This is an optimization exercise on Yosys and OpenROAD, whose aim is small area and a short achievable clock period, not a production implementation. The RTL was checked by simulation tests, not by an equivalence proof against the original design. No activity file was given, so power comes from the tool's default toggle rates.

Design output_conversion, start of the top module:
module output_conversion (
    input  wire        clk,
    input  wire        reset_n,
    input  wire signed [15:0] sample_L,
    input  wire               valid_L,
    input  wire signed [15:0] sample_R,
    input  wire               valid_R,
    input  wire [7:0]  volume,
    input  wire        mute,
    output wire signed [15:0] out_L,
    output wire signed [15:0] out_R,
    output reg               valid_out
);
clock: 8.0 ns
lec_check: 0
cap_margin: 20
core_margin: 2
core_utilization: 40
setup_slack_margin: 4.3
slew_margin: 20
synth_hierarchical: 1
synth_minimum_keep_size: 300
run.sh (not shown) runs the stock make flow with config.mk's settings and CLKGATE_MAP_FILE= SYNTH_SCRIPT=/design/flow/synth_recipe.tcl, a recipe that flattens the netlist after the stock synthesis.
The baseline completed with no timing, DRC or antenna violations.
Change:
--- a/flow/config.mk
+++ b/flow/config.mk
@@ -7,2 +7,3 @@
 export LEC_CHECK = 0
+export ABC_AREA = 1
 export CAP_MARGIN = 20
@@ -10,3 +11,3 @@
 export CORE_UTILIZATION = 40
-export SETUP_SLACK_MARGIN = 4.3
+export SETUP_SLACK_MARGIN = 4.1
 export SLEW_MARGIN = 20
The changed run ran to the end with no violations.
Sequential share of layout area grows by 0.32 points.
Global-route usage is higher by 2.2 points.
Final area went down by 2.4%.

== build 51 ==
Starting RTL as in the previous note.
==> flow/design.v (excerpt) <==
module output_conversion (
    input  wire        clk,
    input  wire        reset_n,
    input  wire signed [15:0] sample_L,
    input  wire               valid_L,
    input  wire signed [15:0] sample_R,
    input  wire               valid_R,
    input  wire [7:0]  volume,
    input  wire        mute,
    output wire signed [15:0] out_L,
    output wire signed [15:0] out_R,
    output reg               valid_out
);
Settings: LEC_CHECK=0, CAP_MARGIN=20, CORE_MARGIN=2, CORE_UTILIZATION=40, CTS_CLUSTER_DIAMETER=100, CTS_CLUSTER_SIZE=30, SETUP_SLACK_MARGIN=4.1, SLEW_MARGIN=20, SYNTH_HIERARCHICAL=1, SYNTH_MINIMUM_KEEP_SIZE=1000; clock period 8.0 ns.
Relative to build 51, the following input files were edited for build 97:
Settings: CTS_CLUSTER_DIAMETER: 100 -> unset; CTS_CLUSTER_SIZE: 30 -> unset.
==> results.txt <==
- Relative to build 51, the proportion of power drawn by combinational gates of build 97 is lower by 3.5 points.
- In the metrics for build 97 and build 51, the one carrying the lower initial antenna violation count is build 51.
- The run with more routed wire is build 97, not build 51.
- Compared to build 51, build 97 has first-iteration DRC count 263 lower.
- Comparing build 97 and build 51, the higher shortest clock period the worst path allows after layout is on build 51.
- Summary of build 97 over build 51: power consumed by sequential cells did not really move; number of rows created at floorplan did not really move; design area went up; delay of the slowest critical-path stage did not really move.
- From build 51 to build 97 the numbers moved as follows: hold path depth comparable; global routing usage on met3 now larger.
Input changes introduced in build 88 (baseline for comparison: build 97):
Settings: a change of SYNTH_MINIMUM_KEEP_SIZE from 1000 to 300.
Notes after the runs:
- Diff build 97 -> build 88 | proportion of power drawn by the clock network | increase of 0.2 points
- Fmax | build 88 vs build 97 | build 88 faster
- Against build 97, final standard cell count with taps included and fillers excluded in build 88 rose slightly.
- Compared with build 97, build 88 shows a final critical path time including I/O delays and setup that is 30 ps lower.
- Build 88 ends up with a first-iteration DRC count that is about 7% higher than in build 97.
- The via count of build 97 and that of build 88 are within noise of each other.
- Going from build 97 to build 88, final-layout clock buffer total shrinks by 7.
- Build 88 against build 97; synthesized cell count is up slightly.
- For the routed length on met2, build 88 came in about 0.7% higher than build 97 did.
Changes in build 74 relative to build 88:
Settings: an added ABC_AREA of 1; a change of SYNTH_MINIMUM_KEEP_SIZE from 300 to 1000.
==> comparison <==
Build 88 finished every stage and its layout cleared the timing, design-rule and antenna checks. Build 74 | stages: all done | timing, DRC, antenna: all pass. Compared with build 88, build 74 shows measured slew at the worst slew-check pin lower by 19 ps. Compared with build 88, build 74 improves setup slack. Power dissipated by switching net loads, build 74 and build 88: larger value in build 74. Area after synthesis is higher on build 88. When build 74 is measured against build 88, its total number of placement rows turns out 0.76% lower. Cmp build 74 and build 88 / sequential cell count / higher: build 88. Looking only at post-route fraction of the period consumed by the critical path, and setting everything else aside, the lower value of build 74 and build 88 goes to build 74. Going from build 88 to build 74, the final weighted congestion of routability-driven global placement was found to have gone up by 4.4%. Compared with build 88, build 74 shows post-placement cell count higher by 1144. On clock network fraction of total power, build 74 and build 88 are basically level.

[re-timing with driven ports]
In the flow no input, the clock included, has a driving cell. The finished layouts below were timed again as built, in two steps. Step 1: set_driving_cell puts a clkbuf_16 on clk and a buf_2 on each other input, an assumption about the parent block. Step 2 also shifts input and output timing later by t, the mid clock arrival at the registers, as if the neighbouring blocks saw the same clock. a / b / c = ideal / step 1 / step 2; a / b = the first two.
run	t (ns)	setup WS [ns]	hold WS [ns]	worst setup path after step 2	worst register clock-pin slew, ns
the first run of note 1	0.748	4.079 / 3.996 / 3.489	0.450 / 0.450 / 0.450	input to register	0.07 / 0.07
the second run of note 1	0.764	4.191 / 4.113 / 3.508	0.443 / 0.443 / 0.443	input to register	0.07 / 0.07
build 51	0.705	3.967 / 3.967 / 3.385	0.458 / 0.458 / 0.458	input to register	0.11 / 0.11
build 97	0.742	4.061 / 4.020 / 3.339	0.451 / 0.451 / 0.451	input to register	0.07 / 0.07
build 88	0.744	4.090 / 4.014 / 3.464	0.449 / 0.449 / 0.449	input to register	0.07 / 0.07
build 74	0.748	4.115 / 4.070 / 3.403	0.439 / 0.439 / 0.439	input to register	0.07 / 0.07
After both steps every run listed still meets setup and hold. For build 97, which loses most, drivers alone change the setup slack by -0.041 ns; drivers and shift together by -0.722 ns.
